Background: an optimization exercise with open tools, aiming at small area. Do not read the settings as production practice. RTL that was checked went through simulation tests only; none was proved equivalent to the original. The flow treats the clock pin as an ideal source, which a real chip does not have. Power and IR drop assume default switching activity.

==> 07-26 <==
// core
module core#(
    parameter ADR_MSB = 15,
    parameter DAT_MSB = 15
)(
    input       wire            clk,
    input       wire            rst,
    input       wire            m_wait,
    input       wire[7:0]       m_idata,
    output      wire[7:0]       m_odata,
    output      wire[ADR_MSB:0] m_addr,
    output      wire            m_cs,
    output      wire            m_we
);
==> module core, before the edit <==
module core#(
    parameter ADR_MSB = 15,
    parameter DAT_MSB = 15
)(
    input       wire            clk,
    input       wire            rst,
    input       wire            m_wait,
    input       wire[7:0]       m_idata,
    output      wire[7:0]       m_odata,
    output      wire[ADR_MSB:0] m_addr,
    output      wire            m_cs,
    output      wire            m_we
);
reg [15:0] dr;       
reg [15:0] ac;       
reg [15:0] ix;       
reg [15:0] lr;       
reg [15:0] pc;       
reg [5:0]  ir;       
reg        cf;       
reg st_m, st_a, st_b;
wire s_fetch  = st_b & ~st_m;
wire s_decode = st_a & ~st_b & ~st_m;
wire s_post   = st_m & ~st_b;
wire s_mem    = st_m & st_b;
wire s_hi     = st_a;
wire t        = st_a;                
wire is_ldi  = ~ir[4] & ~ir[3];      
wire is_st   = ir[4];                
wire w       = ir[2];
wire op_ld   = ~ir[5] & ~ir[4];      
wire op_alu  = ir[5] & ~ir[4] & ~ir[3];
wire op_mvx  = ir[5] & ~ir[4] &  ir[3];
wire op_jmp  = ir[5] &  ir[4] & ~ir[3];
wire op_jpc  = ir[5] &  ir[4] &  ir[3];
wire mem_op  = ~ir[5];
wire sel_pc  = ~st_m | is_ldi;
assign m_cs   = st_b;
assign m_we   = st_m & is_st;
assign m_addr = sel_pc ? pc : { ix[15:1], ix[0] | s_hi };
wire [15:0] st_src = ir[3] ? lr : ac;
assign m_odata = s_hi ? st_src[15:8] : st_src[7:0];
wire [2:0] s = ir[2:0];
wire [3:0] k;                        
assign k[0] = (s == 3'd3);                                   
assign k[1] = (s == 3'd1) | (s[1:0] == 2'd2) | (s == 3'd5);  
assign k[2] = (s == 3'd0) | (s[1:0] == 2'd2) | (s == 3'd5);  
assign k[3] = ~s[2] & ~(s[1] & ~s[0]) | (s[2] & ~s[1]);      
wire arith = ~s[2] & s[1];
wire sub   = arith & s[0];
wire ror   = &s;
wire ph1 = s_decode & op_alu;
wire ph2 = s_post & op_alu;
wire [7:0] a = ac[7:0];
wire [7:0] d = dr[7:0];
wire [8:0] nb = { 1'b0, st_m ? cf : ac[8], a[7:1] };    
wire [8:0] c;
wire [7:0] f, res;
assign c[0] = arith & (st_m ? t : s[0]);
genvar i;
generate
    for (i = 0; i < 8; i = i + 1) begin : g_alu
        assign f[i] = k[{a[i], d[i]}];
        assign c[i+1] = f[i] ? c[i] : (a[i] & arith);
        assign res[i] = f[i] ^ (c[i] | (ror & nb[i]));
    end
endgenerate
wire t_next = ror ? a[0] : c[8];
always @(posedge clk) begin
    if (rst) begin
        st_m <= (s_decode & ~mem_op) | (s_mem & ~st_a);
        st_a <= 1'b0;
        st_b <= 1'b0;
    end else if (s_mem) begin
        st_m <= m_wait | ~st_a;
        st_a <= st_a ? m_wait : (~m_wait & w);
        st_b <= m_wait | (~st_a & w);
    end else if (s_fetch) begin
        st_m <= 1'b0;
        st_a <= ~m_wait;
        st_b <= m_wait;
    end else if (s_decode) begin
        st_m <= 1'b1;
        st_a <= ~mem_op & t_next;
        st_b <= mem_op;
    end else begin                   
        st_m <= 1'b0;
        st_a <= 1'b0;
        st_b <= 1'b1;
    end
end
always @(posedge clk) begin
    if (s_fetch)
        ir <= m_idata[7:2];
end
wire ld_step = s_mem & op_ld & ~m_wait;
wire ld_last = s_post & op_ld;
wire alu_ph  = ph1 | ph2;
wire dr_hold = ~(ld_step | ld_last | alu_ph);
always @(posedge clk) begin
    if (~dr_hold)
        dr[7:0] <= dr[15:8];
    dr[15:8] <= ({8{alu_ph}} & dr[7:0]) | ({8{ld_step}} & m_idata) | ({8{dr_hold}} & dr[15:8]);
end
always @(posedge clk) begin
    if (s_decode & op_mvx)
        ix <= dr;
    if (s_decode & op_jmp & ir[0])
        lr <= pc;
end
wire zf = ~|ac;
wire take = op_jmp | (op_jpc & (ir[2] ? cf : zf));
wire ld_pc = s_decode & take;
wire inc = st_b & sel_pc & ~m_wait;
wire [16:0] pcc;
wire [15:0] pci;
assign pcc[0] = inc;
generate
    for (i = 0; i < 16; i = i + 1) begin : g_pc
        assign pci[i] = pc[i] ^ pcc[i];
        assign pcc[i+1] = pc[i] & pcc[i];
    end
endgenerate
always @(posedge clk) begin
    if (rst)
        pc <= 16'h0000;
    else if (ld_pc)
        pc <= dr;
    else
        pc <= pci;
end
always @(posedge clk) begin
    if (alu_ph) begin
        ac[7:0]  <= ac[15:8];
        ac[15:8] <= res;
    end
end
wire cf_keep = ~ph2 | (s == 3'd0);
always @(posedge clk)
    cf <= (cf_keep & cf) | (ph2 & arith & (c[8] ^ s[0])) | (ph2 & ror & t);
endmodule
Settings: LEC_CHECK=0, ABC_AREA=1, CAP_MARGIN=20, CORE_MARGIN=2, CORE_UTILIZATION=70, SLEW_MARGIN=20; clock period 5.0 ns.
standard.sh (not shown) runs the stock make flow with config.mk's settings and CLKGATE_MAP_FILE= SYNTH_SCRIPT=/design/flow/synth_recipe.tcl, a recipe that flattens the netlist after the stock synthesis.
==> flow/flow/run.sh <==
#!/bin/bash
# Own layout flow: the standard ORFS flow (standard.sh), with
#  - an area-oriented ABC script for the combinational logic (the registers
#    are mapped exactly as in the standard synthesis; abc does not touch them),
#  - minimum-size buffers on the ports,
#  - a one-level clock tree: the clock port drives a few clock buffers, each
#    driving the clock pins of one group of nearby registers (own_cts.tcl,
#    run just before TritonCTS, which then leaves the clock net alone),
#  - no large buffers for the resizer's repairs (the platform's dont-use
#    list plus buf_4 and up).
set -euo pipefail
DONT_USE="sky130_fd_sc_hd__probe_p_8 sky130_fd_sc_hd__probec_p_8 sky130_fd_sc_hd__lpflow_bleeder_1 sky130_fd_sc_hd__lpflow_clkbufkapwr_1 sky130_fd_sc_hd__lpflow_clkbufkapwr_16 sky130_fd_sc_hd__lpflow_clkbufkapwr_2 sky130_fd_sc_hd__lpflow_clkbufkapwr_4 sky130_fd_sc_hd__lpflow_clkbufkapwr_8 sky130_fd_sc_hd__lpflow_clkinvkapwr_1 sky130_fd_sc_hd__lpflow_clkinvkapwr_16 sky130_fd_sc_hd__lpflow_clkinvkapwr_2 sky130_fd_sc_hd__lpflow_clkinvkapwr_4 sky130_fd_sc_hd__lpflow_clkinvkapwr_8 sky130_fd_sc_hd__lpflow_decapkapwr_12 sky130_fd_sc_hd__lpflow_decapkapwr_3 sky130_fd_sc_hd__lpflow_decapkapwr_4 sky130_fd_sc_hd__lpflow_decapkapwr_6 sky130_fd_sc_hd__lpflow_decapkapwr_8 sky130_fd_sc_hd__lpflow_inputiso0n_1 sky130_fd_sc_hd__lpflow_inputiso0p_1 sky130_fd_sc_hd__lpflow_inputiso1n_1 sky130_fd_sc_hd__lpflow_inputiso1p_1 sky130_fd_sc_hd__lpflow_inputisolatch_1 sky130_fd_sc_hd__lpflow_isobufsrc_1 sky130_fd_sc_hd__lpflow_isobufsrc_16 sky130_fd_sc_hd__lpflow_isobufsrc_2 sky130_fd_sc_hd__lpflow_isobufsrc_4 sky130_fd_sc_hd__lpflow_isobufsrc_8 sky130_fd_sc_hd__lpflow_isobufsrckapwr_16 sky130_fd_sc_hd__lpflow_lsbuf_lh_hl_isowell_tap_1 sky130_fd_sc_hd__lpflow_lsbuf_lh_hl_isowell_tap_2 sky130_fd_sc_hd__lpflow_lsbuf_lh_hl_isowell_tap_4 sky130_fd_sc_hd__lpflow_lsbuf_lh_isowell_4 sky130_fd_sc_hd__lpflow_lsbuf_lh_isowell_tap_1 sky130_fd_sc_hd__lpflow_lsbuf_lh_isowell_tap_2 sky130_fd_sc_hd__lpflow_lsbuf_lh_isowell_tap_4 sky130_fd_sc_hd__buf_4 sky130_fd_sc_hd__buf_6 sky130_fd_sc_hd__buf_8 sky130_fd_sc_hd__buf_12 sky130_fd_sc_hd__buf_16 sky130_fd_sc_hd__bufinv_16 sky130_fd_sc_hd__bufbuf_16 sky130_fd_sc_hd__bufbuf_8"
HERE=$(pwd)
cat > "$HERE/flow/own_synth.tcl" <<EOT
proc abc {args} {
  set i [lsearch \$args -script]
  set args [lreplace \$args [expr {\$i+1}] [expr {\$i+1}] $HERE/flow/area.abc]
  yosys abc {*}\$args
}
source $HERE/synth_recipe.tcl
EOT
export OWN_NCLK=4
export OWN_CLKBUF=sky130_fd_sc_hd__buf_12
bash standard.sh SYNTH_SCRIPT="$HERE/flow/own_synth.tcl" \
  BUFFER_PORTS_ARGS="-buffer_cell sky130_fd_sc_hd__buf_1" \
  DONT_USE_CELLS="$DONT_USE" \
  PRE_CTS_TCL="$HERE/flow/own_cts.tcl" \
  CTS_ARGS="-sink_clustering_enable -repair_clock_nets -buf_list $OWN_CLKBUF -dont_use_dummy_load" \
  finish > "$HERE/flow_make.log" 2>&1
==> flow/flow/area.abc <==
strash
dc2
dch -f
amap
strash
dc2
dch
amap
strash
dch
amap
topo
==> flow/flow/own_cts.tcl <==
# Clock tree: the clock port drives NCLK clock buffers, each driving the
# clock pins of one group of registers (grouped by placement, k-means).
set nclk [expr {[info exists ::env(OWN_NCLK)] ? $::env(OWN_NCLK) : 3}]
set bufcell [expr {[info exists ::env(OWN_CLKBUF)] ? $::env(OWN_CLKBUF) : "sky130_fd_sc_hd__clkbuf_16"}]
set block [ord::get_db_block]
set net [$block findNet clk]
set sinks {}
foreach it [$net getITerms] {
  set inst [$it getInst]
  set bb [$inst getBBox]
  set x [expr {([$bb xMin] + [$bb xMax]) / 2.0}]
  set y [expr {([$bb yMin] + [$bb yMax]) / 2.0}]
  lappend sinks [list [$inst getName] [[$it getMTerm] getName] $x $y]
}
# k-means, seeded along x
set sorted [lsort -real -index 2 $sinks]
set n [llength $sorted]
set cent {}
for {set k 0} {$k < $nclk} {incr k} {
  set s [lindex $sorted [expr {int(($k + 0.5) * $n / $nclk)}]]
  lappend cent [list [lindex $s 2] [lindex $s 3]]
}
for {set iter 0} {$iter < 50} {incr iter} {
  set groups {}
  for {set k 0} {$k < $nclk} {incr k} { lappend groups {} }
  foreach s $sinks {
    set best 0; set bd 1e30
    for {set k 0} {$k < $nclk} {incr k} {
      set c [lindex $cent $k]
      set d [expr {abs([lindex $s 2] - [lindex $c 0]) + abs([lindex $s 3] - [lindex $c 1])}]
      if {$d < $bd} { set bd $d; set best $k }
    }
    lset groups $best [concat [lindex $groups $best] [list $s]]
  }
  set cent {}
  foreach g $groups {
    set sx 0; set sy 0
    foreach s $g { set sx [expr {$sx + [lindex $s 2]}]; set sy [expr {$sy + [lindex $s 3]}] }
    set m [llength $g]
    if {$m == 0} { set m 1 }
    lappend cent [list [expr {$sx / $m}] [expr {$sy / $m}]]
  }
}
set dbu [$block getDbUnitsPerMicron]
for {set k 0} {$k < $nclk} {incr k} {
  set g [lindex $groups $k]
  if {[llength $g] == 0} continue
  set pins {}
  foreach s $g { lappend pins [get_pins "[lindex $s 0]/[lindex $s 1]"] }
  set c [lindex $cent $k]
  set lx [expr {[lindex $c 0] / $dbu}]
  set ly [expr {[lindex $c 1] / $dbu}]
  puts "clock group $k: [llength $g] sinks, buffer at $lx $ly"
  insert_buffer -buffer_cell $bufcell -net clk -load_pins $pins -location [list $lx $ly] -buffer_name clkbuf_g$k -net_name clknet_g$k
}
Other scripts of this flow, unchanged in this note and not shown: flow/flow/own_synth.tcl
==> 01-08 (differences from 07-26) <==
--- a/flow/design.v
+++ b/flow/design.v
@@ -55,6 +55,6 @@
 wire [7:0] d = dr[7:0];
-wire [8:0] nb = { 1'b0, st_m ? cf : ac[8], a[7:1] };    
+wire [8:0] nb = { 1'b0, ph2 ? cf : ac[8], a[7:1] };
 wire [8:0] c;
 wire [7:0] f, res;
-assign c[0] = arith & (st_m ? t : s[0]);
+assign c[0] = ph2 ? (arith & t) : sub;
 genvar i;
@@ -136,6 +136,12 @@
     end
+    if (ph2) begin
+        case (s)
+            3'd0:    cf <= cf;
+            3'd2:    cf <= c[8];
+            3'd3:    cf <= ~c[8];
+            3'd7:    cf <= t;
+            default: cf <= 1'b0;
+        endcase
+    end
 end
-wire cf_keep = ~ph2 | (s == 3'd0);
-always @(posedge clk)
-    cf <= (cf_keep & cf) | (ph2 & arith & (c[8] ^ s[0])) | (ph2 & ror & t);
 endmodule
==> flow/flow/run.sh (replaced) <==
#!/bin/bash
# Own layout flow: the standard ORFS flow, with
#  - an area-oriented ABC script for the combinational logic (registers are
#    mapped exactly as in the standard synthesis; abc does not touch them),
#  - minimum-size buffers on the ports.
set -euo pipefail
HERE=$(pwd)
cat > "$HERE/flow/own_synth.tcl" <<EOT
proc abc {args} {
  set i [lsearch \$args -script]
  set args [lreplace \$args [expr {\$i+1}] [expr {\$i+1}] $HERE/flow/area.abc]
  yosys abc {*}\$args
}
source $HERE/synth_recipe.tcl
EOT
bash standard.sh SYNTH_SCRIPT="$HERE/flow/own_synth.tcl" \
  BUFFER_PORTS_ARGS="-buffer_cell sky130_fd_sc_hd__buf_1" finish > "$HERE/flow_make.log" 2>&1
==> flow/flow/area.abc (replaced) <==
strash
dch
amap
topo
- CTS_BUF_LIST: unset -> sky130_fd_sc_hd__clkbuf_16
- CTS_CLUSTER_DIAMETER: unset -> 500
- CTS_CLUSTER_SIZE: unset -> 100
removed: flow/flow/own_cts.tcl
==> summary.txt <==
Outcome
  • Status: finished clean

Worst hold path
  • WHS Endpoint: ix[14]

Layout
  • Multi-input logic area: 1424 µm²

Critical path
  • RR Startpoint: st_m

Synthesis
  • Largest cells by area after synthesis: edfxtp_1 47%, dfxtp_1 14%, o22ai_1 5.1%, ha_1 4.8%, o21ai_0 3.6%
  • Simple-gate share of the synthesized area: 0.07347

Die
  • Full die area: 6235 µm²

Placed design
  • RD Place Congestion: 1.007
  • # placed instances: 468

Timing
  • WHS: 0.4678 ns

Power
  • Clock share of power: 0.199
  • Pwr dens: 349.6 nW/µm²
  • Power Total: 1520 µW
Source of the figures above: 07-26

==> summary.txt <==
Outcome
  • Status: finished clean

Placed design
  • RD Place Congestion: 0.9150
  • # placed instances: 469

Worst hold path
  • WHS Endpoint: dr[1]

Power
  • Pwr dens: 391.2 nW/µm²

Layout
  • Multi-input logic area: 1464 µm²

Critical path
  • RR Startpoint: ir[2]

Synthesis
  • Simple-gate share of the synthesized area: 0.05763
  • Largest cells by area after synthesis: edfxtp_1 47%, dfxtp_1 14%, a22oi_1 5.6%, o21ai_0 5.1%, ha_1 4.7%
Source of the figures above: 01-08

The RTL of 01-08 was laid out without a check of its function.

-- re-timing with driven ports --
No port has a modelled driver above. Below, the same layouts with a new extraction and two added sets of constraints. Step 1 assumes that a clkbuf_16 drives the clock port and a buf_2 every other input. Step 2 adds t to the input delays and takes it off the output delays; t is the mean of the earliest and latest rising clock arrival at the registers after step 1. Input paths then give back, and output paths get back, about the clock's delay inside the block. Three values: no drivers, after step 1, after step 2; two values: the first two.
run	t (ns)	setup WS [ns]	slew at the worst register clock pin (ns)
07-26	0.210	0.404 / 0.404 / 0.404	0.10 / 0.10
01-08	0.371	0.293 / 0.293 / 0.257	0.07 / 0.07
After both steps every run listed still meets setup and hold. For 01-08, which loses most, drivers alone change the setup slack by 0.000 ns; drivers and shift together by -0.036 ns.
